Context: an optimization exercise on an open-source flow, tuned for small area, a short achievable clock period and few clock cycles per item. The choices shown serve that exercise and are no tape-out recipe.
No functional check of the RTL was part of any run shown here.

## flow/design.v (module list and top-level ports; edited modules follow where they fit)
// module me_fa: 4 lines
// module me_ha: 4 lines
// module me_fa1: 4 lines
// module me_sq: 1425 lines
// module me_sqc: 1459 lines
// module me_mulc: 3147 lines
// module me_suma: 389 lines
// module me_sumnb: 193 lines
// module me_esct: 295 lines
// module me_por: 83 lines
// module me_pand: 83 lines
// module mandel_engine: 184 lines
module mandel_engine (
    input             clk,
    input             reset,      
    input             start,      
    input  [31:0]     x,          
    input  [31:0]     y,          
    input  [20:0]     delta,      
    output            busy,       
    output reg        wr_en,      
    output reg [8:0]  wr_addr,    
    output reg [15:0] wr_data     
);
  // ...
==> flow/flow/run.sh <==
#!/bin/bash
# Standard ORFS layout, with timing repair aimed below the design's period:
# the SDC is unchanged (20 ns); repair_timing is asked to leave MARGIN ns of
# setup slack, so it optimises the paths as if the clock were faster.
set -euo pipefail
MARGIN=${MARGIN:-15}
bash standard.sh synth > synth.log 2>&1
bash standard.sh SETUP_SLACK_MARGIN=$MARGIN finish > layout.log 2>&1
==> flow/standard.sh <==
#!/bin/bash
# synth_recipe.tcl (not shown) runs the flow's synth.tcl, then flattens the netlist and writes it again
# the make line also repeats each setting of config.mk as NAME=value (left out here)
make -C /OpenROAD-flow-scripts/flow DESIGN_CONFIG=/design/flow/config.mk WORK_HOME=/design/flow/orfs CLKGATE_MAP_FILE= SYNTH_SCRIPT=/design/flow/synth_recipe.tcl "${@:-finish}"
==> flow/config.mk <==
export PLATFORM = sky130hd
export DESIGN_NAME = mandel_engine
export DESIGN_NICKNAME = mandel_engine
export VERILOG_FILES = /design/flow/design.v
export SDC_FILE = /design/flow/constraint.sdc
export NUM_CORES = 4
export LEC_CHECK = 0
export CAP_MARGIN = 20
export CORE_MARGIN = 2
export CORE_UTILIZATION = 40
export SLEW_MARGIN = 20
export SYNTH_HIERARCHICAL = 1
export SYNTH_MINIMUM_KEEP_SIZE = 0
==> flow/constraint.sdc <==
create_clock -name core_clock -period 20.0 [get_ports {clk}]
set_input_delay 4.0000 -clock core_clock [delete_from_list [all_inputs] [get_ports {clk}]]
set_output_delay 4.0000 -clock core_clock [all_outputs]
set_load 0.01 [all_outputs]
==> results.json, run 1 <==
{
  "top_regs": "sv0 x64, sv1 x64",
  "finalCritPeriodShare_pct": 25.86,
  "grt.total_usage_pct": 25.24,
  "max_stage_delay_ns": 0.33,
  "nClkBuffers": 115,
  "endpoint": "busy",
  "layout_setup_ws_ns": 14.83,
  "wl_met3_um": 19760,
  "synth_area_um2": 76590,
  "grt_setup_unrepaired": "yes",
  "grt_pass1_vias": 58110,
  "final-clk-cell-share_pct": 3.909,
  "cp_num_buf_inv": 1,
  "maxSlewHeadroom_pct": 16.74,
  "met3_usage_pct": 4.543,
  "cts-buffers-inserted": 88,
  "instances_no_fill": 9744,
  "crit_cells": 1,
  "status": "no timing/DRC/antenna violations",
  "num-multi-input-gates": 5688,
  "num_vias": 54620,
  "die_w_um": 441.6,
  "ant_nets": 0,
  "cp_max_fo": 2,
  "skew_ns": 0.06705,
  "dp_cells": 9513,
  "clkLatencyLatePin_ns": 0.75,
  "final_cell_mix": "1351 x nand2_1, 1292 x fa_1, 565 x dfxtp_1"
}
==> run 2: changes to the inputs <==
--- a/flow/config.mk
+++ b/flow/config.mk
@@ -9,4 +9,6 @@
 export CORE_MARGIN = 2
 export CORE_UTILIZATION = 40
+export CTS_CLUSTER_DIAMETER = 100
+export CTS_CLUSTER_SIZE = 25
 export SLEW_MARGIN = 20
 export SYNTH_HIERARCHICAL = 1
==> run 2 against run 1 <==
  * Still clean
  * Sequential share of layout area up 0.46 points
  * Critical path depth unchanged
  * Worst setup slack improved by 0.035 ns
  * Maximum frequency rose by 0.68%
  * Utilization fell by 0.90 points
  * Non-clock buffer count decreased by 4
  * Flip-flop and latch count is the same
  * Via count down 0.82%
==> results.json, run 2 <==
{
  "grt_setup_unrepaired": "yes",
  "reg2regPathDepth": 22,
  "htree_num_levels": 2,
  "yosysWarnings": 7,
  "gp_congestion": 0.9558,
  "synth_area_um2": 76590,
  "finalMaxSlewViolations": 0,
  "end_kind": "output port",
  "area_delta_synth_final_pct": 4.082,
  "skew_ns": 0.06170,
  "cts_root_buf": "clkbuf_16",
  "start_kind": "register",
  "antenna_found_initial": 21,
  "grt_pass1_vias": 57480,
  "dp_hpwl_um": 176400,
  "grt_max_degree": 102,
  "first_pass_iters": 7,
  "syn_inst": 7567,
  "avgSynthCellArea_um2": 10.12,
  "pin_count": 115,
  "routed_wl_um": 243000,
  "hp-class": "register to register",
  "tightest_slew_ns": 1.190,
  "cp_max_fo": 2,
  "cts-buffers-inserted": 39,
  "final_cell_mix": "1344 x nand2_1, 1290 x fa_1, 559 x dfxtp_1",
  "fmax_mhz": 194.7,
  "port_buffers": 114,
  "drcViolationCount": 0,
  "maxSlewHeadroom_pct": 19.83,
  "status": "no timing/DRC/antenna violations",
  "num_vias": 54170,
  "utilization_pct": 41.92,
  "reg2reg_slack_ns": 14.86,
  "top_regs": "sv0 x64, sv1 x64",
  "layout.nets": 8897,
  "grt_first_pass_wirelength_um": 365200,
  "drive_above_1_share_pct": 9.111,
  "whs_path_depth": 0,
  "core-area_um2": 190200,
  "finalCritPeriodShare_pct": 25.68,
  "clkLatencyLatePin_ns": 0.69,
  "worstPathCellList": "buf_6",
  "hold_violations": 0,
  "die_area_um2": 195000,
  "fin_tns_setup_ns": 0,
  "period_minus_slack_ns": 5.137,
  "r2r_end": "rb[19]",
  "wire_per_inst_um": 25.21,
  "clock_sinks": 767,
  "cp.arrival_ns": 1.14,
  "whs_endpoint": "pi1[0]",
  "max_cap_viol_count": 0,
  "cpMaxStageDelayCell": "dfxtp_2",
  "worstSetupStartpoint": "running",
  "row_count": 160,
  "ant_nets": 0,
  "ctsHoldBuffers": 0,
  "r2r-start": "yabn[1]",
  "whs_ns": 0.3236,
  "viasPerCell": 5.619,
  "clock_path_buffers": 3,
  "path_delay_family": "flip-flops",
  "path_clk_slew_ns": 0.11,
  "drtIter0Drc": 4569,
  "cp_num_buf_inv": 1,
  "cts_tree": "yes",
  "grt.total_usage_pct": 24.94,
  "path_class": "register to output port",
  "max_stage_delay_ns": 0.34,
  "start_util_pct": 40.27,
  "synthesis.nets": 9362,
  "mostFrequentLayoutCell": "nand2_1",
  "hold_start": "pi0[0]",
  "cp.required_ns": 16.00,
  "setup_viol": 0,
  "grt_overflow": 0,
  "die-height_um": 441.6,
  "die_w_um": 441.6
}
-- run 2: how the worst max path moves through the flow --
stage	end	slack (ns)	depth (start not counted)
detailed placement	rb[20]	14.07	17
floorplan	rb[12]	14.98	19
finish	busy	14.86	1
global route	rb[19]	14.68	20
CTS	busy	14.82	1
global placement	rb[3]	14.16	17
-- run 2: final cells by class --
type	instances	area (µm²)
antenna	7	17.52
clock buffer	52	1066
clock inverter	10	142.6
fill	18210	110500
inverter	333	1255
multi-input combinational	5688	54840
sequential	767	16760
tap	2511	3142
timing repair buffer	273	2500
-- run 2: worst register-to-register path: stages, from the launching register on --
cell and delay, ns:
dfxtp_2 0.34, fa_1 0.54, fa_1 0.45, ha_4 0.21, a211oi_4 0.22, o21ai_4 0.11, o221ai_4 0.26, buf_6 0.17
a21oi_4 0.07, a211oi_4 0.24, buf_4 0.15, o21ai_2 0.06, xor2_2 0.18, or4_4 0.56, nor4_4 0.27, nand4b_1 0.16
buf_6 0.17, buf_12 0.13, xnor2_4 0.19, buf_8 0.19, nand2_1 0.08, xor2_1 0.13, o21ai_0 0.16
-- run 2: timing repair --
action / CTS / global route
gates resized for setup: 289 / 177
cloned: 2 / 1
setup endpoints to repair: 152 / 142
pin swaps: 72 / 86
buffers inserted: 27 / 26
-- run 2: per-layer routing --
layer	GRT usage (%)	share of wire [%]	vias to the layer above
li1	-	-	23160
met1	33.55	41	27950
met2	39.91	46	2470
met3	4.114	8.1	585
met4	10.37	4.8	8
met5	0	0.030	-
-- run 2: per-stage QoR --
step	cell area [µm²]	std cells	worst slack (ns)
6_report	79720	9641	14.86
5_1_grt	79700	9634	14.68
4_1_cts	78750	9604	14.82
3_5_place_dp	76700	9513	14.07
3_3_place_gp	76700	9513	14.16
2_1_floorplan	76610	7567	14.98
==> run 3: changes to the inputs <==
--- a/flow/config.mk
+++ b/flow/config.mk
@@ -9,6 +9,6 @@
 export CORE_MARGIN = 2
 export CORE_UTILIZATION = 40
-export CTS_CLUSTER_DIAMETER = 100
-export CTS_CLUSTER_SIZE = 25
+export CTS_CLUSTER_DIAMETER = 70
+export CTS_CLUSTER_SIZE = 30
 export SLEW_MARGIN = 20
 export SYNTH_HIERARCHICAL = 1
==> run 3 against run 2 <==
  * Still clean on timing, DRC and antenna
  * Sequential share of layout area is 0.23 points lower
  * Critical endpoint unchanged
  * Worst setup slack got worse by 0.035 ns
  * Via count about the same
  * Routed wire length hardly changed
==> results.json, run 3 <==
{
  "start_kind": "register",
  "cp.arrival_ns": 1.17,
  "row_count": 160,
  "cpMaxStageDelayCell": "dfxtp_2",
  "crit_cells": 1,
  "area_delta_synth_final_pct": 5.218,
  "max_stage_delay_ns": 0.34,
  "fmax_mhz": 193.3,
  "ctsHoldBuffers": 0,
  "pin_count": 115,
  "final-seq-area_um2": 16760,
  "synthesis.nets": 9362,
  "path_class": "register to output port",
  "gp_congestion": 0.9558,
  "path_delay_family": "flip-flops",
  "hold_violations": 0,
  "dp_hpwl_um": 176400,
  "clock_path_buffers": 3,
  "finalMaxSlewViolations": 0,
  "reg2regPathDepth": 20,
  "end_kind": "output port",
  "cts-buffers-inserted": 53,
  "grt.total_usage_pct": 25.02,
  "grt_max_degree": 102,
  "grt_setup_unrepaired": "yes",
  "layout.nets": 8914,
  "htree_num_levels": 2,
  "core-area_um2": 190200,
  "finalCritPeriodShare_pct": 25.86,
  "skew_ns": 0.06994,
  "drtIter0Drc": 4642,
  "routed_wl_um": 243100,
  "first_pass_iters": 5,
  "die_w_um": 441.6,
  "status": "no timing/DRC/antenna violations",
  "cp_max_fo": 2,
  "fin_tns_setup_ns": 0,
  "viasPerCell": 5.599,
  "clkLatencyLatePin_ns": 0.73,
  "ant_nets": 0,
  "path_clk_slew_ns": 0.10,
  "die_area_um2": 195000,
  "clock_sinks": 767,
  "cp_num_buf_inv": 1,
  "wire_per_inst_um": 25.11,
  "drive_above_1_share_pct": 9.647,
  "whs_path_depth": 0,
  "start_util_pct": 40.27,
  "top_regs": "sv0 x64, sv1 x64",
  "max_cap_viol_count": 0,
  "multiInputGateArea_um2": 54720,
  "period_minus_slack_ns": 5.172,
  "mostFrequentLayoutCell": "nand2_1",
  "antenna_found_initial": 19,
  "syn_inst": 7567,
  "final_cell_mix": "1337 x nand2_1, 1290 x fa_1, 559 x dfxtp_1",
  "nFillCells": 18110,
  "yosysWarnings": 7,
  "die-height_um": 441.6,
  "num_vias": 54220,
  "dp_slack_ns": 14.07,
  "tightest_slew_ns": 1.251,
  "avgSynthCellArea_um2": 10.12,
  "cts_tree": "yes",
  "layout_setup_ws_ns": 14.83,
  "grt_overflow": 0,
  "cts_root_buf": "clkbuf_16",
  "hp-class": "register to register",
  "cp.required_ns": 16.00,
  "grt_first_pass_wirelength_um": 366000,
  "worstPathCellList": "buf_6",
  "maxSlewHeadroom_pct": 16.59,
  "drcViolationCount": 0,
  "port_buffers": 114,
  "grt_pass1_vias": 57770,
  "setup_viol": 0,
  "synth_area_um2": 76590
}
-- run 3: worst reg2reg max path, cell delays in order, from the launching register on --
cell	delay [ns]
dfxtp_2	0.33
fa_1	0.54
fa_1	0.45
ha_4	0.32
o211ai_4	0.08
o21ai_4	0.19
o221ai_4	0.17
a311o_1	0.41
o21a_2	0.22
o21ai_2	0.15
xor2_2	0.11
or4_4	0.56
nor4_4	0.33
nand4b_1	0.16
buf_6	0.17
buf_12	0.12
xnor2_4	0.21
buf_12	0.19
nand2_2	0.06
xor2_1	0.13
o21ai_1	0.07
-- run 3: area by class of cell --
cell class	count	area share [%]
Multi-Input combinational cell	5688	67.90
Sequential cell	767	20.79
Tap cell	2511	3.898
Timing Repair Buffer	276	3.144
Clock buffer	57	1.756
Inverter	333	1.557
Clock inverter	42	0.9222
Antenna cell	9	0.02795
-- run 3: metrics by stage --
step / utilization [%] / hold slack [ns] / cell area [µm²] / std cells
3_5_place_dp: 40.33 / 0.3121 / 76700 / 9513
4_1_cts: 42.01 / 0.3263 / 79890 / 9652
2_1_floorplan: - / 0.3096 / 76610 / 7567
6_report: 42.38 / 0.3230 / 80590 / 9683
3_3_place_gp: 40.33 / 0.3100 / 76700 / 9513
5_1_grt: 42.36 / 0.3343 / 80570 / 9674
-- run 3: metal layers --
layer	vias up	track usage, %	wire length [µm]
li1	23230	-	-
met1	27940	33.56	100400
met2	2472	39.70	111600
met3	573	4.177	19010
met4	6	11.27	12160
met5	-	0	38
-- run 3: what timing repair did --
action | CTS | global route
gates cloned | 3 | 1
resized for setup | 339 | 118
setup buffers | 37 | 19
endpoints found under the setup margin | 152 | 126
pin swaps | 92 | 73
-- run 3: worst paths after layout --
path | startpoint | slack [ns] | endpoint
worst max-delay path | running | 14.83 | busy
worst min-delay path | d0[0] | 0.32 | d1[0]
worst max register to register | yabn[1] | 14.87 | rb[8]
worst min register to register | d0[0] | 0.32 | d1[0]
==> module me_suma, before the edit <==
module me_suma (input [31:0] xa, input [31:0] ya, input [31:0] xbn, input [31:0] ybn, input [31:0] c, input ca, input cbn, output [31:0] S);
wire u_s0;
wire u_c1;
wire u_s2;
wire u_c3;
wire u_s4;
wire u_c5;
wire u_s6;
wire u_c7;
wire u_s8;
wire u_c9;
wire u_s10;
wire u_c11;
wire u_s12;
wire u_c13;
wire u_s14;
wire u_c15;
wire u_s16;
wire u_c17;
wire u_s18;
wire u_c19;
wire u_s20;
wire u_c21;
wire u_s22;
wire u_c23;
wire u_s24;
wire u_c25;
wire u_s26;
wire u_c27;
wire u_s28;
wire u_c29;
wire u_s30;
wire u_c31;
wire u_s32;
wire u_c33;
wire u_s34;
wire u_c35;
wire u_s36;
wire u_c37;
wire u_s38;
wire u_c39;
wire u_s40;
wire u_c41;
wire u_s42;
wire u_c43;
wire u_s44;
wire u_c45;
wire u_s46;
wire u_c47;
wire u_s48;
wire u_c49;
wire u_s50;
wire u_c51;
wire u_s52;
wire u_c53;
wire u_s54;
wire u_c55;
wire u_s56;
wire u_c57;
wire u_s58;
wire u_c59;
wire u_s60;
wire u_c61;
wire u_s62;
wire u_c63;
wire u_s64;
wire u_c65;
wire u_s66;
wire u_c67;
wire u_s68;
wire u_c69;
wire u_s70;
wire u_c71;
wire u_s72;
wire u_c73;
wire u_s74;
wire u_c75;
wire u_s76;
wire u_c77;
wire u_s78;
wire u_c79;
wire u_s80;
wire u_c81;
wire u_s82;
wire u_c83;
wire u_s84;
wire u_c85;
wire u_s86;
wire u_c87;
wire u_s88;
wire u_c89;
wire u_s90;
wire u_c91;
wire u_s92;
wire u_c93;
wire u_s94;
wire u_c95;
wire u_s96;
wire u_c97;
wire u_s98;
wire u_c99;
wire u_s100;
wire u_c101;
wire u_s102;
wire u_c103;
wire u_s104;
wire u_c105;
wire u_s106;
wire u_c107;
wire u_s108;
wire u_c109;
wire u_s110;
wire u_c111;
wire u_s112;
wire u_c113;
wire u_s114;
wire u_c115;
wire u_s116;
wire u_c117;
wire u_s118;
wire u_c119;
wire u_s120;
wire u_c121;
wire u_s122;
wire u_c123;
wire u_s124;
wire u_c125;
wire u_s126;
wire u_c127;
wire u_s128;
wire u_c129;
wire u_s130;
wire u_c131;
wire u_s132;
wire u_c133;
wire u_s134;
wire u_c135;
wire u_s136;
wire u_c137;
wire u_s138;
wire u_c139;
wire u_s140;
wire u_c141;
wire u_s142;
wire u_c143;
wire u_s144;
wire u_c145;
wire u_s146;
wire u_c147;
wire u_s148;
wire u_c149;
wire u_s150;
wire u_c151;
wire u_s152;
wire u_c153;
wire u_s154;
wire u_c155;
wire u_s156;
wire u_c157;
wire u_s158;
wire u_c159;
wire u_s160;
wire u_c161;
wire u_s162;
wire u_c163;
wire u_s164;
wire u_c165;
wire u_s166;
wire u_c167;
wire u_s168;
wire u_c169;
wire u_s170;
wire u_c171;
wire u_s172;
wire u_c173;
wire u_s174;
wire u_c175;
wire u_s176;
wire u_c177;
wire u_s178;
wire u_c179;
wire u_s180;
wire u_c181;
wire u_s182;
wire u_c183;
wire u_s184;
wire u_c185;
wire u_s186;
wire u_c187;
wire u_s188;
wire u_c189;
wire u_s190;
wire u_c191;
wire u_s192;
wire u_c193;
wire u_s194;
wire u_c195;
wire u_s196;
wire u_c197;
wire u_s198;
wire u_c199;
wire u_s200;
wire u_c201;
wire u_s202;
wire u_c203;
wire u_s204;
wire u_c205;
wire u_s206;
wire u_c207;
wire u_s208;
wire u_c209;
wire u_s210;
wire u_c211;
wire u_s212;
wire u_c213;
wire u_s214;
wire u_c215;
wire u_s216;
wire u_c217;
wire u_s218;
wire u_c219;
wire u_s220;
wire u_c221;
wire u_s222;
wire u_c223;
wire u_s224;
wire u_c225;
wire u_s226;
wire u_c227;
wire u_s228;
wire u_c229;
wire u_s230;
wire u_c231;
wire u_s232;
wire u_c233;
wire u_s234;
wire u_c235;
wire u_s236;
wire u_c237;
wire u_s238;
wire u_c239;
wire u_s240;
wire u_c241;
wire u_s242;
wire u_c243;
wire u_s244;
wire u_c245;
wire u_s246;
wire u_c247;
wire u_s248;
wire u_c249;
wire u_s250;
wire u_c251;
wire u_s252;
wire u_c253;
wire u_s254;
wire u_c255;
me_fa1 hu_s0 (.a(xa[0]), .b(ya[0]), .s(u_s0), .co(u_c1));
me_fa fu_s2 (.a(xbn[0]), .b(ybn[0]), .c(c[0]), .s(u_s2), .co(u_c3));
me_fa fu_s4 (.a(xa[1]), .b(ya[1]), .c(xbn[1]), .s(u_s4), .co(u_c5));
me_ha hu_s6 (.a(ybn[1]), .b(c[1]), .s(u_s6), .co(u_c7));
me_fa fu_s8 (.a(xa[2]), .b(ya[2]), .c(xbn[2]), .s(u_s8), .co(u_c9));
me_ha hu_s10 (.a(ybn[2]), .b(c[2]), .s(u_s10), .co(u_c11));
me_fa fu_s12 (.a(xa[3]), .b(ya[3]), .c(xbn[3]), .s(u_s12), .co(u_c13));
me_ha hu_s14 (.a(ybn[3]), .b(c[3]), .s(u_s14), .co(u_c15));
me_fa fu_s16 (.a(xa[4]), .b(ya[4]), .c(xbn[4]), .s(u_s16), .co(u_c17));
me_ha hu_s18 (.a(ybn[4]), .b(c[4]), .s(u_s18), .co(u_c19));
me_fa fu_s20 (.a(xa[5]), .b(ya[5]), .c(xbn[5]), .s(u_s20), .co(u_c21));
me_ha hu_s22 (.a(ybn[5]), .b(c[5]), .s(u_s22), .co(u_c23));
me_fa fu_s24 (.a(xa[6]), .b(ya[6]), .c(xbn[6]), .s(u_s24), .co(u_c25));
me_ha hu_s26 (.a(ybn[6]), .b(c[6]), .s(u_s26), .co(u_c27));
me_fa fu_s28 (.a(xa[7]), .b(ya[7]), .c(xbn[7]), .s(u_s28), .co(u_c29));
me_ha hu_s30 (.a(ybn[7]), .b(c[7]), .s(u_s30), .co(u_c31));
me_fa fu_s32 (.a(xa[8]), .b(ya[8]), .c(xbn[8]), .s(u_s32), .co(u_c33));
me_ha hu_s34 (.a(ybn[8]), .b(c[8]), .s(u_s34), .co(u_c35));
me_fa fu_s36 (.a(xa[9]), .b(ya[9]), .c(xbn[9]), .s(u_s36), .co(u_c37));
me_ha hu_s38 (.a(ybn[9]), .b(c[9]), .s(u_s38), .co(u_c39));
me_fa fu_s40 (.a(xa[10]), .b(ya[10]), .c(xbn[10]), .s(u_s40), .co(u_c41));
me_ha hu_s42 (.a(ybn[10]), .b(c[10]), .s(u_s42), .co(u_c43));
me_fa fu_s44 (.a(xa[11]), .b(ya[11]), .c(xbn[11]), .s(u_s44), .co(u_c45));
me_ha hu_s46 (.a(ybn[11]), .b(c[11]), .s(u_s46), .co(u_c47));
me_fa fu_s48 (.a(xa[12]), .b(ya[12]), .c(xbn[12]), .s(u_s48), .co(u_c49));
me_ha hu_s50 (.a(ybn[12]), .b(c[12]), .s(u_s50), .co(u_c51));
me_fa fu_s52 (.a(xa[13]), .b(ya[13]), .c(xbn[13]), .s(u_s52), .co(u_c53));
me_ha hu_s54 (.a(ybn[13]), .b(c[13]), .s(u_s54), .co(u_c55));
me_fa fu_s56 (.a(xa[14]), .b(ya[14]), .c(xbn[14]), .s(u_s56), .co(u_c57));
me_ha hu_s58 (.a(ybn[14]), .b(c[14]), .s(u_s58), .co(u_c59));
me_fa fu_s60 (.a(xa[15]), .b(ya[15]), .c(xbn[15]), .s(u_s60), .co(u_c61));
me_ha hu_s62 (.a(ybn[15]), .b(c[15]), .s(u_s62), .co(u_c63));
me_fa fu_s64 (.a(xa[16]), .b(ya[16]), .c(xbn[16]), .s(u_s64), .co(u_c65));
me_ha hu_s66 (.a(ybn[16]), .b(c[16]), .s(u_s66), .co(u_c67));
me_fa fu_s68 (.a(xa[17]), .b(ya[17]), .c(xbn[17]), .s(u_s68), .co(u_c69));
me_ha hu_s70 (.a(ybn[17]), .b(c[17]), .s(u_s70), .co(u_c71));
me_fa fu_s72 (.a(xa[18]), .b(ya[18]), .c(xbn[18]), .s(u_s72), .co(u_c73));
me_ha hu_s74 (.a(ybn[18]), .b(c[18]), .s(u_s74), .co(u_c75));
me_fa fu_s76 (.a(xa[19]), .b(ya[19]), .c(xbn[19]), .s(u_s76), .co(u_c77));
me_ha hu_s78 (.a(ybn[19]), .b(c[19]), .s(u_s78), .co(u_c79));
me_fa fu_s80 (.a(xa[20]), .b(ya[20]), .c(xbn[20]), .s(u_s80), .co(u_c81));
me_ha hu_s82 (.a(ybn[20]), .b(c[20]), .s(u_s82), .co(u_c83));
me_fa fu_s84 (.a(xa[21]), .b(ya[21]), .c(xbn[21]), .s(u_s84), .co(u_c85));
me_ha hu_s86 (.a(ybn[21]), .b(c[21]), .s(u_s86), .co(u_c87));
me_fa fu_s88 (.a(xa[22]), .b(ya[22]), .c(xbn[22]), .s(u_s88), .co(u_c89));
me_ha hu_s90 (.a(ybn[22]), .b(c[22]), .s(u_s90), .co(u_c91));
me_fa fu_s92 (.a(xa[23]), .b(ya[23]), .c(xbn[23]), .s(u_s92), .co(u_c93));
me_ha hu_s94 (.a(ybn[23]), .b(c[23]), .s(u_s94), .co(u_c95));
me_fa fu_s96 (.a(xa[24]), .b(ya[24]), .c(xbn[24]), .s(u_s96), .co(u_c97));
me_ha hu_s98 (.a(ybn[24]), .b(c[24]), .s(u_s98), .co(u_c99));
me_fa fu_s100 (.a(xa[25]), .b(ya[25]), .c(xbn[25]), .s(u_s100), .co(u_c101));
me_ha hu_s102 (.a(ybn[25]), .b(c[25]), .s(u_s102), .co(u_c103));
me_fa fu_s104 (.a(xa[26]), .b(ya[26]), .c(xbn[26]), .s(u_s104), .co(u_c105));
me_ha hu_s106 (.a(ybn[26]), .b(c[26]), .s(u_s106), .co(u_c107));
me_fa fu_s108 (.a(xa[27]), .b(ya[27]), .c(xbn[27]), .s(u_s108), .co(u_c109));
me_ha hu_s110 (.a(ybn[27]), .b(c[27]), .s(u_s110), .co(u_c111));
me_fa fu_s112 (.a(xa[28]), .b(ya[28]), .c(xbn[28]), .s(u_s112), .co(u_c113));
me_ha hu_s114 (.a(ybn[28]), .b(c[28]), .s(u_s114), .co(u_c115));
me_fa fu_s116 (.a(xa[29]), .b(ya[29]), .c(xbn[29]), .s(u_s116), .co(u_c117));
me_ha hu_s118 (.a(ybn[29]), .b(c[29]), .s(u_s118), .co(u_c119));
me_fa fu_s120 (.a(xa[30]), .b(ya[30]), .c(xbn[30]), .s(u_s120), .co(u_c121));
me_ha hu_s122 (.a(ybn[30]), .b(c[30]), .s(u_s122), .co(u_c123));
me_fa fu_s124 (.a(xa[31]), .b(ya[31]), .c(xbn[31]), .s(u_s124), .co(u_c125));
me_ha hu_s126 (.a(ybn[31]), .b(c[31]), .s(u_s126), .co(u_c127));
me_ha hu_s128 (.a(ca), .b(cbn), .s(u_s128), .co(u_c129));
me_fa fu_s130 (.a(u_c1), .b(u_s6), .c(u_c3), .s(u_s130), .co(u_c131));
me_fa fu_s132 (.a(u_c7), .b(u_s10), .c(u_c5), .s(u_s132), .co(u_c133));
me_fa fu_s134 (.a(u_c11), .b(u_s14), .c(u_c9), .s(u_s134), .co(u_c135));
me_fa fu_s136 (.a(u_c15), .b(u_s18), .c(u_c13), .s(u_s136), .co(u_c137));
me_fa fu_s138 (.a(u_c19), .b(u_s22), .c(u_c17), .s(u_s138), .co(u_c139));
me_fa fu_s140 (.a(u_c23), .b(u_s26), .c(u_c21), .s(u_s140), .co(u_c141));
me_fa fu_s142 (.a(u_c27), .b(u_s30), .c(u_c25), .s(u_s142), .co(u_c143));
me_fa fu_s144 (.a(u_c31), .b(u_s34), .c(u_c29), .s(u_s144), .co(u_c145));
me_fa fu_s146 (.a(u_c35), .b(u_s38), .c(u_c33), .s(u_s146), .co(u_c147));
me_fa fu_s148 (.a(u_c39), .b(u_s42), .c(u_c37), .s(u_s148), .co(u_c149));
me_fa fu_s150 (.a(u_c43), .b(u_s46), .c(u_c41), .s(u_s150), .co(u_c151));
me_fa fu_s152 (.a(u_c47), .b(u_s50), .c(u_c45), .s(u_s152), .co(u_c153));
me_fa fu_s154 (.a(u_c51), .b(u_s54), .c(u_c49), .s(u_s154), .co(u_c155));
me_fa fu_s156 (.a(u_c55), .b(u_s58), .c(u_c53), .s(u_s156), .co(u_c157));
me_fa fu_s158 (.a(u_c59), .b(u_s62), .c(u_c57), .s(u_s158), .co(u_c159));
me_fa fu_s160 (.a(u_c63), .b(u_s66), .c(u_c61), .s(u_s160), .co(u_c161));
me_fa fu_s162 (.a(u_c67), .b(u_s70), .c(u_c65), .s(u_s162), .co(u_c163));
me_fa fu_s164 (.a(u_c71), .b(u_s74), .c(u_c69), .s(u_s164), .co(u_c165));
me_fa fu_s166 (.a(u_c75), .b(u_s78), .c(u_c73), .s(u_s166), .co(u_c167));
me_fa fu_s168 (.a(u_c79), .b(u_s82), .c(u_c77), .s(u_s168), .co(u_c169));
me_fa fu_s170 (.a(u_c83), .b(u_s86), .c(u_c81), .s(u_s170), .co(u_c171));
me_fa fu_s172 (.a(u_c87), .b(u_s90), .c(u_c85), .s(u_s172), .co(u_c173));
me_fa fu_s174 (.a(u_c91), .b(u_s94), .c(u_c89), .s(u_s174), .co(u_c175));
me_fa fu_s176 (.a(u_c95), .b(u_s98), .c(u_c93), .s(u_s176), .co(u_c177));
me_fa fu_s178 (.a(u_c99), .b(u_s102), .c(u_c97), .s(u_s178), .co(u_c179));
me_fa fu_s180 (.a(u_c103), .b(u_s106), .c(u_c101), .s(u_s180), .co(u_c181));
me_fa fu_s182 (.a(u_c107), .b(u_s110), .c(u_c105), .s(u_s182), .co(u_c183));
me_fa fu_s184 (.a(u_c111), .b(u_s114), .c(u_c109), .s(u_s184), .co(u_c185));
me_fa fu_s186 (.a(u_c115), .b(u_s118), .c(u_c113), .s(u_s186), .co(u_c187));
me_fa fu_s188 (.a(u_c119), .b(u_s122), .c(u_c117), .s(u_s188), .co(u_c189));
me_fa fu_s190 (.a(u_c123), .b(u_s126), .c(u_c121), .s(u_s190), .co(u_c191));
me_ha hu_s192 (.a(u_s0), .b(u_s128), .s(u_s192), .co(u_c193));
me_fa fu_s194 (.a(u_c129), .b(u_s4), .c(u_s130), .s(u_s194), .co(u_c195));
me_fa fu_s196 (.a(u_s8), .b(u_c131), .c(u_s132), .s(u_s196), .co(u_c197));
me_fa fu_s198 (.a(u_s12), .b(u_c133), .c(u_s134), .s(u_s198), .co(u_c199));
me_fa fu_s200 (.a(u_s16), .b(u_c135), .c(u_s136), .s(u_s200), .co(u_c201));
me_fa fu_s202 (.a(u_s20), .b(u_c137), .c(u_s138), .s(u_s202), .co(u_c203));
me_fa fu_s204 (.a(u_s24), .b(u_c139), .c(u_s140), .s(u_s204), .co(u_c205));
me_fa fu_s206 (.a(u_s28), .b(u_c141), .c(u_s142), .s(u_s206), .co(u_c207));
me_fa fu_s208 (.a(u_s32), .b(u_c143), .c(u_s144), .s(u_s208), .co(u_c209));
me_fa fu_s210 (.a(u_s36), .b(u_c145), .c(u_s146), .s(u_s210), .co(u_c211));
me_fa fu_s212 (.a(u_s40), .b(u_c147), .c(u_s148), .s(u_s212), .co(u_c213));
me_fa fu_s214 (.a(u_s44), .b(u_c149), .c(u_s150), .s(u_s214), .co(u_c215));
me_fa fu_s216 (.a(u_s48), .b(u_c151), .c(u_s152), .s(u_s216), .co(u_c217));
me_fa fu_s218 (.a(u_s52), .b(u_c153), .c(u_s154), .s(u_s218), .co(u_c219));
me_fa fu_s220 (.a(u_s56), .b(u_c155), .c(u_s156), .s(u_s220), .co(u_c221));
me_fa fu_s222 (.a(u_s60), .b(u_c157), .c(u_s158), .s(u_s222), .co(u_c223));
me_fa fu_s224 (.a(u_s64), .b(u_c159), .c(u_s160), .s(u_s224), .co(u_c225));
me_fa fu_s226 (.a(u_s68), .b(u_c161), .c(u_s162), .s(u_s226), .co(u_c227));
me_fa fu_s228 (.a(u_s72), .b(u_c163), .c(u_s164), .s(u_s228), .co(u_c229));
me_fa fu_s230 (.a(u_s76), .b(u_c165), .c(u_s166), .s(u_s230), .co(u_c231));
me_fa fu_s232 (.a(u_s80), .b(u_c167), .c(u_s168), .s(u_s232), .co(u_c233));
me_fa fu_s234 (.a(u_s84), .b(u_c169), .c(u_s170), .s(u_s234), .co(u_c235));
me_fa fu_s236 (.a(u_s88), .b(u_c171), .c(u_s172), .s(u_s236), .co(u_c237));
me_fa fu_s238 (.a(u_s92), .b(u_c173), .c(u_s174), .s(u_s238), .co(u_c239));
me_fa fu_s240 (.a(u_s96), .b(u_c175), .c(u_s176), .s(u_s240), .co(u_c241));
me_fa fu_s242 (.a(u_s100), .b(u_c177), .c(u_s178), .s(u_s242), .co(u_c243));
me_fa fu_s244 (.a(u_s104), .b(u_c179), .c(u_s180), .s(u_s244), .co(u_c245));
me_fa fu_s246 (.a(u_s108), .b(u_c181), .c(u_s182), .s(u_s246), .co(u_c247));
me_fa fu_s248 (.a(u_s112), .b(u_c183), .c(u_s184), .s(u_s248), .co(u_c249));
me_fa fu_s250 (.a(u_s116), .b(u_c185), .c(u_s186), .s(u_s250), .co(u_c251));
me_fa fu_s252 (.a(u_s120), .b(u_c187), .c(u_s188), .s(u_s252), .co(u_c253));
me_fa fu_s254 (.a(u_s124), .b(u_c189), .c(u_s190), .s(u_s254), .co(u_c255));
wire [31:0] X = {u_s254, u_s252, u_s250, u_s248, u_s246, u_s244, u_s242, u_s240, u_s238, u_s236, u_s234, u_s232, u_s230, u_s228, u_s226, u_s224, u_s222, u_s220, u_s218, u_s216, u_s214, u_s212, u_s210, u_s208, u_s206, u_s204, u_s202, u_s200, u_s198, u_s196, u_s194, u_s2};
wire [31:0] Y = {u_c253, u_c251, u_c249, u_c247, u_c245, u_c243, u_c241, u_c239, u_c237, u_c235, u_c233, u_c231, u_c229, u_c227, u_c225, u_c223, u_c221, u_c219, u_c217, u_c215, u_c213, u_c211, u_c209, u_c207, u_c205, u_c203, u_c201, u_c199, u_c197, u_c195, u_c193, u_s192};
assign S = X + Y;
endmodule
==> module me_sumnb, before the edit <==
module me_sumnb (input [30:0] xn, input [30:0] yn, input [31:0] dn, input cabn, output [31:0] S);
wire u_s0;
wire u_s1;
wire u_c2;
wire u_s3;
wire u_c4;
wire u_s5;
wire u_c6;
wire u_s7;
wire u_c8;
wire u_s9;
wire u_c10;
wire u_s11;
wire u_c12;
wire u_s13;
wire u_c14;
wire u_s15;
wire u_c16;
wire u_s17;
wire u_c18;
wire u_s19;
wire u_c20;
wire u_s21;
wire u_c22;
wire u_s23;
wire u_c24;
wire u_s25;
wire u_c26;
wire u_s27;
wire u_c28;
wire u_s29;
wire u_c30;
wire u_s31;
wire u_c32;
wire u_s33;
wire u_c34;
wire u_s35;
wire u_c36;
wire u_s37;
wire u_c38;
wire u_s39;
wire u_c40;
wire u_s41;
wire u_c42;
wire u_s43;
wire u_c44;
wire u_s45;
wire u_c46;
wire u_s47;
wire u_c48;
wire u_s49;
wire u_c50;
wire u_s51;
wire u_c52;
wire u_s53;
wire u_c54;
wire u_s55;
wire u_c56;
wire u_s57;
wire u_c58;
wire u_s59;
wire u_c60;
wire u_s61;
wire u_c62;
wire u_s63;
wire u_c64;
wire u_s65;
wire u_c66;
wire u_s67;
wire u_c68;
wire u_s69;
wire u_c70;
wire u_s71;
wire u_c72;
wire u_s73;
wire u_c74;
wire u_s75;
wire u_c76;
wire u_s77;
wire u_c78;
wire u_s79;
wire u_c80;
wire u_s81;
wire u_c82;
wire u_s83;
wire u_c84;
wire u_s85;
wire u_c86;
wire u_s87;
wire u_c88;
wire u_s89;
wire u_c90;
wire u_s91;
wire u_c92;
wire u_s93;
wire u_c94;
wire u_s95;
wire u_c96;
wire u_s97;
wire u_c98;
wire u_s99;
wire u_c100;
wire u_s101;
wire u_c102;
wire u_s103;
wire u_c104;
wire u_s105;
wire u_c106;
wire u_s107;
wire u_c108;
wire u_s109;
wire u_c110;
wire u_s111;
wire u_c112;
wire u_s113;
wire u_c114;
wire u_s115;
wire u_c116;
wire u_s117;
wire u_c118;
wire u_s119;
wire u_c120;
wire u_s121;
wire u_c122;
wire u_s123;
wire u_c124;
assign u_s0 = ~xn[0];
me_ha hu_s1 (.a(yn[0]), .b(dn[1]), .s(u_s1), .co(u_c2));
me_fa fu_s3 (.a(xn[1]), .b(yn[1]), .c(dn[2]), .s(u_s3), .co(u_c4));
me_ha hu_s5 (.a(xn[2]), .b(yn[2]), .s(u_s5), .co(u_c6));
me_ha hu_s7 (.a(xn[3]), .b(yn[3]), .s(u_s7), .co(u_c8));
me_ha hu_s9 (.a(xn[4]), .b(yn[4]), .s(u_s9), .co(u_c10));
me_ha hu_s11 (.a(xn[5]), .b(yn[5]), .s(u_s11), .co(u_c12));
me_ha hu_s13 (.a(xn[6]), .b(yn[6]), .s(u_s13), .co(u_c14));
me_ha hu_s15 (.a(xn[7]), .b(yn[7]), .s(u_s15), .co(u_c16));
me_ha hu_s17 (.a(xn[8]), .b(yn[8]), .s(u_s17), .co(u_c18));
me_ha hu_s19 (.a(xn[9]), .b(yn[9]), .s(u_s19), .co(u_c20));
me_ha hu_s21 (.a(xn[10]), .b(yn[10]), .s(u_s21), .co(u_c22));
me_ha hu_s23 (.a(xn[11]), .b(yn[11]), .s(u_s23), .co(u_c24));
me_ha hu_s25 (.a(xn[12]), .b(yn[12]), .s(u_s25), .co(u_c26));
me_ha hu_s27 (.a(xn[13]), .b(yn[13]), .s(u_s27), .co(u_c28));
me_ha hu_s29 (.a(xn[14]), .b(yn[14]), .s(u_s29), .co(u_c30));
me_ha hu_s31 (.a(xn[15]), .b(yn[15]), .s(u_s31), .co(u_c32));
me_ha hu_s33 (.a(xn[16]), .b(yn[16]), .s(u_s33), .co(u_c34));
me_ha hu_s35 (.a(xn[17]), .b(yn[17]), .s(u_s35), .co(u_c36));
me_ha hu_s37 (.a(xn[18]), .b(yn[18]), .s(u_s37), .co(u_c38));
me_ha hu_s39 (.a(xn[19]), .b(yn[19]), .s(u_s39), .co(u_c40));
me_ha hu_s41 (.a(xn[20]), .b(yn[20]), .s(u_s41), .co(u_c42));
me_ha hu_s43 (.a(xn[21]), .b(yn[21]), .s(u_s43), .co(u_c44));
me_ha hu_s45 (.a(xn[22]), .b(yn[22]), .s(u_s45), .co(u_c46));
me_ha hu_s47 (.a(xn[23]), .b(yn[23]), .s(u_s47), .co(u_c48));
me_ha hu_s49 (.a(xn[24]), .b(yn[24]), .s(u_s49), .co(u_c50));
me_ha hu_s51 (.a(xn[25]), .b(yn[25]), .s(u_s51), .co(u_c52));
me_ha hu_s53 (.a(xn[26]), .b(yn[26]), .s(u_s53), .co(u_c54));
me_ha hu_s55 (.a(xn[27]), .b(yn[27]), .s(u_s55), .co(u_c56));
me_ha hu_s57 (.a(xn[28]), .b(yn[28]), .s(u_s57), .co(u_c58));
me_ha hu_s59 (.a(xn[29]), .b(yn[29]), .s(u_s59), .co(u_c60));
me_ha hu_s61 (.a(xn[30]), .b(yn[30]), .s(u_s61), .co(u_c62));
me_ha hu_s63 (.a(cabn), .b(u_s0), .s(u_s63), .co(u_c64));
me_fa fu_s65 (.a(xn[0]), .b(u_c2), .c(u_s3), .s(u_s65), .co(u_c66));
me_fa fu_s67 (.a(dn[3]), .b(u_s5), .c(u_c4), .s(u_s67), .co(u_c68));
me_fa fu_s69 (.a(dn[4]), .b(u_c6), .c(u_s7), .s(u_s69), .co(u_c70));
me_fa fu_s71 (.a(dn[5]), .b(u_c8), .c(u_s9), .s(u_s71), .co(u_c72));
me_fa fu_s73 (.a(dn[6]), .b(u_c10), .c(u_s11), .s(u_s73), .co(u_c74));
me_fa fu_s75 (.a(dn[7]), .b(u_c12), .c(u_s13), .s(u_s75), .co(u_c76));
me_fa fu_s77 (.a(dn[8]), .b(u_c14), .c(u_s15), .s(u_s77), .co(u_c78));
me_fa fu_s79 (.a(dn[9]), .b(u_c16), .c(u_s17), .s(u_s79), .co(u_c80));
me_fa fu_s81 (.a(dn[10]), .b(u_c18), .c(u_s19), .s(u_s81), .co(u_c82));
me_fa fu_s83 (.a(dn[11]), .b(u_c20), .c(u_s21), .s(u_s83), .co(u_c84));
me_fa fu_s85 (.a(dn[12]), .b(u_c22), .c(u_s23), .s(u_s85), .co(u_c86));
me_fa fu_s87 (.a(dn[13]), .b(u_c24), .c(u_s25), .s(u_s87), .co(u_c88));
me_fa fu_s89 (.a(dn[14]), .b(u_c26), .c(u_s27), .s(u_s89), .co(u_c90));
me_fa fu_s91 (.a(dn[15]), .b(u_c28), .c(u_s29), .s(u_s91), .co(u_c92));
me_fa fu_s93 (.a(dn[16]), .b(u_c30), .c(u_s31), .s(u_s93), .co(u_c94));
me_fa fu_s95 (.a(dn[17]), .b(u_c32), .c(u_s33), .s(u_s95), .co(u_c96));
me_fa fu_s97 (.a(dn[18]), .b(u_c34), .c(u_s35), .s(u_s97), .co(u_c98));
me_fa fu_s99 (.a(dn[19]), .b(u_c36), .c(u_s37), .s(u_s99), .co(u_c100));
me_fa fu_s101 (.a(dn[20]), .b(u_c38), .c(u_s39), .s(u_s101), .co(u_c102));
me_fa fu_s103 (.a(dn[21]), .b(u_c40), .c(u_s41), .s(u_s103), .co(u_c104));
me_fa fu_s105 (.a(dn[22]), .b(u_c42), .c(u_s43), .s(u_s105), .co(u_c106));
me_fa fu_s107 (.a(dn[23]), .b(u_c44), .c(u_s45), .s(u_s107), .co(u_c108));
me_fa fu_s109 (.a(dn[24]), .b(u_c46), .c(u_s47), .s(u_s109), .co(u_c110));
me_fa fu_s111 (.a(dn[25]), .b(u_c48), .c(u_s49), .s(u_s111), .co(u_c112));
me_fa fu_s113 (.a(dn[26]), .b(u_c50), .c(u_s51), .s(u_s113), .co(u_c114));
me_fa fu_s115 (.a(dn[27]), .b(u_c52), .c(u_s53), .s(u_s115), .co(u_c116));
me_fa fu_s117 (.a(dn[28]), .b(u_c54), .c(u_s55), .s(u_s117), .co(u_c118));
me_fa fu_s119 (.a(dn[29]), .b(u_c56), .c(u_s57), .s(u_s119), .co(u_c120));
me_fa fu_s121 (.a(dn[30]), .b(u_c58), .c(u_s59), .s(u_s121), .co(u_c122));
me_fa fu_s123 (.a(dn[31]), .b(u_c60), .c(u_s61), .s(u_s123), .co(u_c124));
wire [31:0] X = {u_s123, u_s121, u_s119, u_s117, u_s115, u_s113, u_s111, u_s109, u_s107, u_s105, u_s103, u_s101, u_s99, u_s97, u_s95, u_s93, u_s91, u_s89, u_s87, u_s85, u_s83, u_s81, u_s79, u_s77, u_s75, u_s73, u_s71, u_s69, u_s67, u_s65, u_s1, 1'b1};
wire [31:0] Y = {u_c122, u_c120, u_c118, u_c116, u_c114, u_c112, u_c110, u_c108, u_c106, u_c104, u_c102, u_c100, u_c98, u_c96, u_c94, u_c92, u_c90, u_c88, u_c86, u_c84, u_c82, u_c80, u_c78, u_c76, u_c74, u_c72, u_c70, u_c68, u_c66, u_c64, u_s63, dn[0]};
assign S = X + Y;
endmodule
==> module mandel_engine, before the edit <==
module mandel_engine (
    input             clk,
    input             reset,      
    input             start,      
    input  [31:0]     x,          
    input  [31:0]     y,          
    input  [20:0]     delta,      
    output            busy,       
    output reg        wr_en,      
    output reg [8:0]  wr_addr,    
    output reg [15:0] wr_data     
);
reg        running;
reg        ini;           
reg [31:0] gc;            
reg [31:0] gdn;           
reg [31:0] cs;            
reg [20:0] dr;            
reg [8:0]  gw;            
reg        gv;            
assign busy = running;
reg [30:0] ra, rb;        
reg        sa, sb;        
reg [31:0] dab;           
reg [31:0] c0, d0;        
reg [7:0]  k0;            
reg        e0;            
reg [63:0] sv0;           
reg [1:0]  pi0;           
reg [8:0]  wa0;           
reg [11:0] p30;           
reg        act0;
reg [31:0] xa, ya;            
reg [31:0] xbn, ybn;          
reg        ca, cb;            
reg [30:0] xabn, yabn;        
reg        cab;
reg        cyc1;
reg [31:0] c1, d1;
reg [7:0]  k1;
reg        e1;
reg [63:0] sv1;
reg [1:0]  pi1;
reg [8:0]  wa1;
reg [11:0] p31;
reg        act1;
wire [33:0] txa, tya, txb, tyb, txab, tyab;
me_sq   sqa (.r(ra), .X(txa), .Y(tya));
me_sqc  sqb (.r(rb), .X(txb), .Y(tyb));            
me_mulc mab (.r(ra), .D(dab), .X(txab), .Y(tyab));   
wire [63:0] st = {sa, ra, sb, rb};
wire cmp_en = (k0[7:3] != 5'd0);
wire save   = (k0[2:0] == 3'd7);
wire tca  = (txa[1] & tya[1])   | ((txa[1] | tya[1])   & txa[0] & tya[0]);
wire tcb  = (~txb[1] & ~tyb[1])   | ((~txb[1] | ~tyb[1])   & ~txb[0] & ~tyb[0]);
wire tcab = (~txab[1] & ~tyab[1]) | ((~txab[1] | ~tyab[1]) & ~txab[0] & ~tyab[0]);
always @(posedge clk) begin
    xa   <= txa[33:2];  ya  <= tya[33:2];  ca  <= tca;
    xbn  <= txb[33:2];  ybn  <= tyb[33:2];  cb  <= tcb;
    xabn <= txab[32:2]; yabn <= tyab[32:2]; cab <= tcab;
    cyc1 <= cmp_en & (st == sv0);
    sv1  <= save ? st : sv0;
    c1   <= c0;   d1  <= d0;
    k1   <= k0;   pi1 <= pi0;
    e1   <= e0;
    wa1  <= wa0;  p31 <= p30;
    act1 <= reset ? 1'b0 : act0;
end
wire [33:0] eu, ev;
me_esct esct (.xa(xa), .ya(ya), .xbn(xbn), .ybn(ybn), .ca(ca), .cb(cb), .U(eu), .V(ev));
wire [29:0] e29 = {1'b0, eu[28:0]} + {1'b0, ev[28:0]};
wire [4:0]  eh  = eu[33:29] + ev[33:29] + {4'd0, e29[29]};
wire [32:0] oa32 = {1'b0, xa} + {1'b0, ya} + {32'd0, ca};
wire [32:0] ob32 = {1'b0, xbn} + {1'b0, ybn} + {32'd0, ~cb};
wire oa = oa32[32];
wire ob = ~ob32[32];
wire esc = (eh != {oa & ob, oa ^ ob, 3'd0});
wire [31:0] an, nbn;
me_suma  suma  (.xa(xa), .ya(ya), .xbn(xbn), .ybn(ybn), .c(c1), .ca(ca), .cbn(~cb), .S(an));
me_sumnb sumnb (.xn(xabn), .yn(yabn), .dn(d1), .cabn(~cab), .S(nbn));    
wire [31:0] pan, pnb;
me_por pora (.x(an), .P(pan));
me_por porb (.x(nbn), .P(pnb));
wire [31:0] bn = nbn ^ pnb;                        
wire [30:0] an_abs = an[30:0] ^ ({31{an[31]}} & pan[30:0]);
wire [30:0] bn_abs = bn[31] ? nbn[30:0] : bn[30:0];
wire [31:0] dab_n  = an[31] ? nbn : bn;
wire done = act1 & (e1 | cyc1 | (k1 == 8'd255));
wire last = (pi1 == 2'd3);
wire take = (~act1 | (done & last)) & gv;
wire inword = act1 & ~last;
wire [31:0] nc = inword ? (c1 + {11'd0, dr}) : gc;
wire [31:0] ndn = inword ? d1 : gdn;               
wire [31:0] nd = ~ndn;
wire [31:0] pnc, pnd;
me_por  porc (.x(nc), .P(pnc));
me_pand pord (.x(ndn), .P(pnd));
wire [31:0] nnd = ndn ^ pnd;                       
wire [30:0] nc_abs = nc[30:0] ^ ({31{nc[31]}} & pnc[30:0]);
wire [30:0] nd_abs = nd[31] ? nnd[30:0] : nd[30:0];
wire [31:0] dab_i  = nc[31] ? nnd : nd;
wire [7:0] kk = k1;
wire [3:0] pm = (kk > 8'd133) ? 4'd15 : (
                (kk > 8'd96)  ? 4'd14 : (
                (kk > 8'd69)  ? 4'd13 : (
                (kk > 8'd50)  ? 4'd12 : (
                (kk > 8'd36)  ? 4'd11 : (
                (kk > 8'd26)  ? 4'd10 : (
                (kk > 8'd19)  ? 4'd9  : (
                (kk > 8'd13)  ? 4'd8  : (
                (kk > 8'd10)  ? 4'd7  : (
                (kk >= 8'd7)  ? 4'd6  : (
                (kk >= 8'd5)  ? 4'd5  : kk[3:0] ))))))))));
wire [3:0] pix = e1 ? pm : 4'd0;
wire ld = done | take;
always @(posedge clk) begin
    if (ld) begin
        ra  <= nc_abs;  sa <= nc[31];
        rb  <= nd_abs;  sb <= nd[31];
        dab <= dab_i;
        c0  <= nc;      d0 <= ndn;
        k0  <= 8'd0;
        e0  <= 1'b0;
    end else begin
        ra  <= an_abs;  sa <= an[31];
        rb  <= bn_abs;  sb <= bn[31];
        dab <= dab_n;
        c0  <= c1;      d0 <= d1;
        k0  <= k1 + 8'd1;
        e0  <= esc;
    end
    sv0 <= sv1;
    pi0 <= take ? 2'd0 : (done ? pi1 + 2'd1 : pi1);
    wa0 <= take ? gw : wa1;
    p30 <= done ? {p31[7:0], pix} : p31;
    act0 <= reset ? 1'b0 : (take | (act1 & ~(done & last)));
    wr_en   <= ~reset & done & last;
    wr_addr <= wa1;
    wr_data <= {p31, pix};
end
always @(posedge clk) begin
    if (reset) begin
        running <= 1'b0;
        ini     <= 1'b0;
        gv      <= 1'b0;
    end else if (!running) begin
        if (start) begin
            running <= 1'b1;
            ini     <= 1'b1;
        end
    end else begin
        ini <= 1'b0;
        if (ini) begin
            gv <= 1'b1;
        end else if (take && gw == 9'd511) begin
            gv <= 1'b0;
        end
        if (!ini && !gv && !act0 && !act1)
            running <= 1'b0;
    end
end
always @(posedge clk) begin
    if (!running) begin
        gc <= x;
        gdn <= ~y;
        dr <= delta;
    end else if (ini) begin
        gc <= gc - {6'd0, dr, 5'd0};
        cs <= gc - {6'd0, dr, 5'd0};
        gdn <= gdn - {7'd0, dr, 4'd0};
        gw <= 9'd0;
    end else begin
        if (take) begin
            gw <= gw + 9'd1;
            if (gw[3:0] == 4'd15) begin
                gc <= cs;
                gdn <= gdn + {11'd0, dr};
            end else begin
                gc <= gc + {9'd0, dr, 2'd0};
            end
        end
    end
end
endmodule
==> run 4: changes to the inputs <==
--- a/flow/design.v
+++ b/flow/design.v
@@ -6042,5 +6042,5 @@
 assign Y = {t_c1872, t_c1870, t_c1868, t_c1866, t_c1864, t_c1862, t_c1860, t_c1858, t_c1856, t_c1854, t_c1852, t_c1850, t_c1848, t_c1846, t_c1844, t_c1842, t_c1840, t_c1838, t_c1836, t_c1834, t_c1832, t_c1830, t_c1828, t_c1826, t_c1824, t_c1822, t_c1820, t_c1818, t_c1816, t_c1814, t_c1812, t_c1810, t_c1808, t_s1807};
 endmodule
-module me_suma (input [31:0] xa, input [31:0] ya, input [31:0] xbn, input [31:0] ybn, input [31:0] c, input ca, input cbn, output [31:0] S);
+module me_suma (input [31:0] xa, input [31:0] ya, input [31:0] xbn, input [31:0] ybn, input [31:0] c, input ca, input cbn, output [31:0] U, output [31:0] V);
 wire u_s0;
 wire u_c1;
@@ -6427,9 +6427,8 @@
 me_fa fu_s252 (.a(u_s120), .b(u_c187), .c(u_s188), .s(u_s252), .co(u_c253));
 me_fa fu_s254 (.a(u_s124), .b(u_c189), .c(u_s190), .s(u_s254), .co(u_c255));
-wire [31:0] X = {u_s254, u_s252, u_s250, u_s248, u_s246, u_s244, u_s242, u_s240, u_s238, u_s236, u_s234, u_s232, u_s230, u_s228, u_s226, u_s224, u_s222, u_s220, u_s218, u_s216, u_s214, u_s212, u_s210, u_s208, u_s206, u_s204, u_s202, u_s200, u_s198, u_s196, u_s194, u_s2};
-wire [31:0] Y = {u_c253, u_c251, u_c249, u_c247, u_c245, u_c243, u_c241, u_c239, u_c237, u_c235, u_c233, u_c231, u_c229, u_c227, u_c225, u_c223, u_c221, u_c219, u_c217, u_c215, u_c213, u_c211, u_c209, u_c207, u_c205, u_c203, u_c201, u_c199, u_c197, u_c195, u_c193, u_s192};
-assign S = X + Y;
+assign U = {u_s254, u_s252, u_s250, u_s248, u_s246, u_s244, u_s242, u_s240, u_s238, u_s236, u_s234, u_s232, u_s230, u_s228, u_s226, u_s224, u_s222, u_s220, u_s218, u_s216, u_s214, u_s212, u_s210, u_s208, u_s206, u_s204, u_s202, u_s200, u_s198, u_s196, u_s194, u_s2};
+assign V = {u_c253, u_c251, u_c249, u_c247, u_c245, u_c243, u_c241, u_c239, u_c237, u_c235, u_c233, u_c231, u_c229, u_c227, u_c225, u_c223, u_c221, u_c219, u_c217, u_c215, u_c213, u_c211, u_c209, u_c207, u_c205, u_c203, u_c201, u_c199, u_c197, u_c195, u_c193, u_s192};
 endmodule
-module me_sumnb (input [30:0] xn, input [30:0] yn, input [31:0] dn, input cabn, output [31:0] S);
+module me_sumnb (input [30:0] xn, input [30:0] yn, input [31:0] dn, input cabn, output [31:0] U, output [31:0] V);
 wire u_s0;
 wire u_s1;
@@ -6620,7 +6619,6 @@
 me_fa fu_s121 (.a(dn[30]), .b(u_c58), .c(u_s59), .s(u_s121), .co(u_c122));
 me_fa fu_s123 (.a(dn[31]), .b(u_c60), .c(u_s61), .s(u_s123), .co(u_c124));
-wire [31:0] X = {u_s123, u_s121, u_s119, u_s117, u_s115, u_s113, u_s111, u_s109, u_s107, u_s105, u_s103, u_s101, u_s99, u_s97, u_s95, u_s93, u_s91, u_s89, u_s87, u_s85, u_s83, u_s81, u_s79, u_s77, u_s75, u_s73, u_s71, u_s69, u_s67, u_s65, u_s1, 1'b1};
-wire [31:0] Y = {u_c122, u_c120, u_c118, u_c116, u_c114, u_c112, u_c110, u_c108, u_c106, u_c104, u_c102, u_c100, u_c98, u_c96, u_c94, u_c92, u_c90, u_c88, u_c86, u_c84, u_c82, u_c80, u_c78, u_c76, u_c74, u_c72, u_c70, u_c68, u_c66, u_c64, u_s63, dn[0]};
-assign S = X + Y;
+assign U = {u_s123, u_s121, u_s119, u_s117, u_s115, u_s113, u_s111, u_s109, u_s107, u_s105, u_s103, u_s101, u_s99, u_s97, u_s95, u_s93, u_s91, u_s89, u_s87, u_s85, u_s83, u_s81, u_s79, u_s77, u_s75, u_s73, u_s71, u_s69, u_s67, u_s65, u_s1, 1'b1};
+assign V = {u_c122, u_c120, u_c118, u_c116, u_c114, u_c112, u_c110, u_c108, u_c106, u_c104, u_c102, u_c100, u_c98, u_c96, u_c94, u_c92, u_c90, u_c88, u_c86, u_c84, u_c82, u_c80, u_c78, u_c76, u_c74, u_c72, u_c70, u_c68, u_c66, u_c64, u_s63, dn[0]};
 endmodule
 module me_esct (input [31:0] xa, input [31:0] ya, input [31:0] xbn, input [31:0] ybn, input ca, input cb, output [33:0] U, output [33:0] V);
@@ -7002,4 +7000,13 @@
 assign P = {o4_30, o4_29, o4_28, o4_27, o4_26, o4_25, o4_24, o4_23, o4_22, o4_21, o4_20, o4_19, o4_18, o4_17, o4_16, o3_15, o3_14, o3_13, o3_12, o3_11, o3_10, o3_9, o3_8, o2_7, o2_6, o2_5, o2_4, o1_3, o1_2, o0_1, x[0], 1'b0};
 endmodule
+module me_addp (input [31:0] x, input [31:0] y, output [31:0] S, output [31:0] P);
+assign S = x + y;
+wire [31:0] h = x ^ y;
+wire [31:0] o = x | y;
+wire [31:0] t = h ^ {o[30:0], 1'b0};    
+wire [31:0] q;
+me_por pq (.x(t), .P(q));
+assign P = q;
+endmodule
 module me_pand (input [31:0] x, output [31:0] P);
 wire o0_1 = x[1] & x[0];
@@ -7156,20 +7163,22 @@
 me_esct esct (.xa(xa), .ya(ya), .xbn(xbn), .ybn(ybn), .ca(ca), .cb(cb), .U(eu), .V(ev));
 wire [29:0] e29 = {1'b0, eu[28:0]} + {1'b0, ev[28:0]};
-wire [4:0]  eh  = eu[33:29] + ev[33:29] + {4'd0, e29[29]};
+wire [4:0]  eh0 = eu[33:29] + ev[33:29];
+wire [4:0]  eh1 = eu[33:29] + ev[33:29] + 5'd1;
 wire [32:0] oa32 = {1'b0, xa} + {1'b0, ya} + {32'd0, ca};
 wire [32:0] ob32 = {1'b0, xbn} + {1'b0, ybn} + {32'd0, ~cb};
 wire oa = oa32[32];
 wire ob = ~ob32[32];
-wire esc = (eh != {oa & ob, oa ^ ob, 3'd0});
-wire [31:0] an, nbn;
-me_suma  suma  (.xa(xa), .ya(ya), .xbn(xbn), .ybn(ybn), .c(c1), .ca(ca), .cbn(~cb), .S(an));
-me_sumnb sumnb (.xn(xabn), .yn(yabn), .dn(d1), .cabn(~cab), .S(nbn));    
-wire [31:0] pan, pnb;
-me_por pora (.x(an), .P(pan));
-me_por porb (.x(nbn), .P(pnb));
+wire [4:0] ek = {oa & ob, oa ^ ob, 3'd0};
+wire esc = e29[29] ? (eh1 != ek) : (eh0 != ek);
+wire [31:0] au, av, bu, bv;
+me_suma  suma  (.xa(xa), .ya(ya), .xbn(xbn), .ybn(ybn), .c(c1), .ca(ca), .cbn(~cb), .U(au), .V(av));
+me_sumnb sumnb (.xn(xabn), .yn(yabn), .dn(d1), .cabn(~cab), .U(bu), .V(bv));
+wire [31:0] an, nbn, pan, pnb;
+me_addp adda (.x(au), .y(av), .S(an), .P(pan));      
+me_addp addb (.x(bu), .y(bv), .S(nbn), .P(pnb));     
 wire [31:0] bn = nbn ^ pnb;                        
-wire [30:0] an_abs = an[30:0] ^ ({31{an[31]}} & pan[30:0]);
-wire [30:0] bn_abs = bn[31] ? nbn[30:0] : bn[30:0];
-wire [31:0] dab_n  = an[31] ? nbn : bn;
+wire [30:0] an_abs = an[30:0]  ^ ({31{an[31]}}  & pan[30:0]);
+wire [30:0] bn_abs = nbn[30:0] ^ ({31{nbn[31]}} & pnb[30:0]);    
+wire [31:0] dab_n  = nbn ^ ({32{~an[31]}} & pnb);                
 wire done = act1 & (e1 | cyc1 | (k1 == 8'd255));
 wire last = (pi1 == 2'd3);
--- a/flow/config.mk
+++ b/flow/config.mk
@@ -9,6 +9,6 @@
 export CORE_MARGIN = 2
 export CORE_UTILIZATION = 40
-export CTS_CLUSTER_DIAMETER = 70
-export CTS_CLUSTER_SIZE = 30
+export CTS_CLUSTER_DIAMETER = 100
+export CTS_CLUSTER_SIZE = 25
 export SLEW_MARGIN = 20
 export SYNTH_HIERARCHICAL = 1
==> run 4 against run 3 <==
  * Still clean on timing, DRC and antenna
  * Critical endpoint unchanged
  * Maximum frequency shrank 2.2%
  * Global-route usage is 0.27 points lower
  * Critical path type unchanged
  * Non-clock buffer count down 38
  * Clock skew down 0.0082 ns
  * Via count up 3.5%
  * Final cell count rose by 3.9%
  * Largest cell class unchanged
==> results.json, run 4 <==
{
  "status": "no timing/DRC/antenna violations",
  "yosysWarnings": 7,
  "synthesis.nets": 9886,
  "fin_tns_setup_ns": 0,
  "viasPerCell": 5.576,
  "htree_num_levels": 2,
  "clock_path_buffers": 3,
  "avgSynthCellArea_um2": 9.945,
  "synth_area_um2": 79830,
  "cp.required_ns": 16.00,
  "hold_violations": 0,
  "finalMaxSlewViolations": 0,
  "path_clk_slew_ns": 0.11,
  "cp.arrival_ns": 1.29,
  "clock_sinks": 767,
  "routed_wl_um": 253700,
  "drtIter0Drc": 5418,
  "whs_ns": 0.3183,
  "ant_nets": 0,
  "first_pass_iters": 6,
  "grt_first_pass_wirelength_um": 378600,
  "maxSlewHeadroom_pct": 23.16,
  "instances_no_fill": 10060,
  "syn_inst": 8027,
  "cts_tree": "yes",
  "end_kind": "output port",
  "cts_root_buf": "clkbuf_16",
  "reg2reg_slack_ns": 15.08,
  "r2r-start": "dab[24]",
  "row_count": 163,
  "die_w_um": 450.7,
  "layout.nets": 9244,
  "port_buffers": 114,
  "drcViolationCount": 0,
  "grt_pass1_vias": 58970,
  "num_vias": 56100,
  "hold_start": "c0[13]",
  "grt_overflow": 0,
  "antenna_found_initial": 15,
  "cp_num_buf_inv": 2,
  "start_util_pct": 40.35,
  "mostFrequentLayoutCell": "nand2_1",
  "die-height_um": 450.7,
  "grt.total_usage_pct": 24.75,
  "grt_setup_unrepaired": "yes",
  "setup_viol": 0,
  "dp_slack_ns": 14.48,
  "hp-class": "register to register",
  "die_area_um2": 203200,
  "cp_max_fo": 2,
  "gp_congestion": 0.9624,
  "whs_endpoint": "c1[13]",
  "worstPathCellList": "buf_12 -> buf_6",
  "max_cap_viol_count": 0,
  "layout_setup_ws_ns": 14.71,
  "wire_per_inst_um": 25.21,
  "finalCritPeriodShare_pct": 26.44,
  "cts-buffers-inserted": 46,
  "reg2regPathDepth": 12,
  "pin_count": 115,
  "whs_path_depth": 0,
  "path_class": "register to output port",
  "path_delay_family": "flip-flops",
  "skew_ns": 0.06173,
  "final_cell_mix": "1339 x nand2_1, 1297 x fa_1, 597 x dfxtp_1",
  "drive_above_1_share_pct": 6.312,
  "start_kind": "register",
  "top_regs": "sv0 x64, sv1 x64",
  "dp_cells": 9970,
  "core-area_um2": 197800,
  "clkLatencyLatePin_ns": 0.71,
  "grt_max_degree": 106,
  "area_delta_synth_final_pct": 1.426,
  "r2r_end": "xabn[6]",
  "tightest_slew_ns": 1.153,
  "period_minus_slack_ns": 5.287,
  "max_stage_delay_ns": 0.37,
  "fmax_mhz": 189.1,
  "dp_hpwl_um": 186500,
  "cpMaxStageDelayCell": "dfxtp_4"
}
run 4: cell types whose count changed in the layout (fill, tap and decap cells not counted), moves of 55 or more:
cell and delta:
nor2_1 +59, xnor2_1 +56, ha_1 +83, o21ai_0 +55, o21ai_1 -62, inv_1 +115
run 4: routing by layer:
layer	routed length [µm]	vias up	GRT usage [%]	part of all wire (%)
li1	-	24050	-	-
met1	102700	28580	32.66	41
met2	115900	2774	39.65	46
met3	21310	692	4.274	8.4
met4	13670	8	11.33	5.4
met5	56	-	0.1420	0.022
run 4: worst max-delay path by stage:
stage	startpoint	end	slack, ns	cells after the start
final	running	busy	14.71	2
after global routing	running	busy	14.66	2
after CTS	running	busy	14.66	2
after detailed placement	running	busy	14.48	2
after global placement	x[28]	gc[28]	14.42	6
after floorplan	x[28]	gc[28]	15.02	5
run 4: area by class of cell:
class,instances,area (µm²)
Clock inverter,24,382.9
Antenna cell,8,20.02
Tap cell,2640,3303
Clock buffer,53,1199
Multi-Input combinational cell,5886,55550
Timing Repair Buffer,238,2153
Inverter,446,1674
Fill cell,19230,116900
Sequential cell,767,16680
run 4: what timing repair did:
item	in CTS	in global routing
resized for setup	138	32
hold buffers	0	0
endpoints found under the hold margin	0	0
gates cloned	2	0
pin swaps	0	0
setup endpoints to repair	63	99
setup buffers	2	2
run 4: stage by stage:
stage          util [%]  area, µm²
2_1_floorplan         -      79830
3_3_place_gp      40.02      79170
4_1_cts           40.85      80810
3_5_place_dp      40.02      79180
6_report          40.93      80970
5_1_grt           40.92      80960

[port drivers added, routing unchanged]
The results above use ideal ports. As a check the final layouts listed here were re-extracted and re-timed, cells and wires unchanged. Step 1, drivers: a clkbuf_16 drives clk and a buf_2 each remaining input, both assumed. Step 2, shift: input delay + t, output delay - t, t = (earliest + latest rising clock arrival at the registers) / 2. This alone moves slack from input paths to output paths. Three values: ideal ports, drivers, drivers and shift; two values: the first two.
| run | t, ns | setup slack, ns | worst setup path at the end | latest minus earliest clock arrival (ns) |
|---|---|---|---|---|
| run 1 | 0.797 | 14.828 / 14.742 / 14.574 | input to register | 0.070 / 0.071 |
| run 2 | 0.753 | 14.863 / 14.767 / 14.574 | input to register | 0.063 / 0.062 |
| run 3 | 0.786 | 14.828 / 14.735 / 14.564 | input to register | 0.071 / 0.070 |
| run 4 | 0.764 | 14.713 / 14.632 / 14.455 | input to register | 0.061 / 0.061 |
After both steps every run listed still meets setup and hold. For run 2, which loses most, drivers alone change the setup slack by -0.096 ns; drivers and shift together by -0.289 ns.
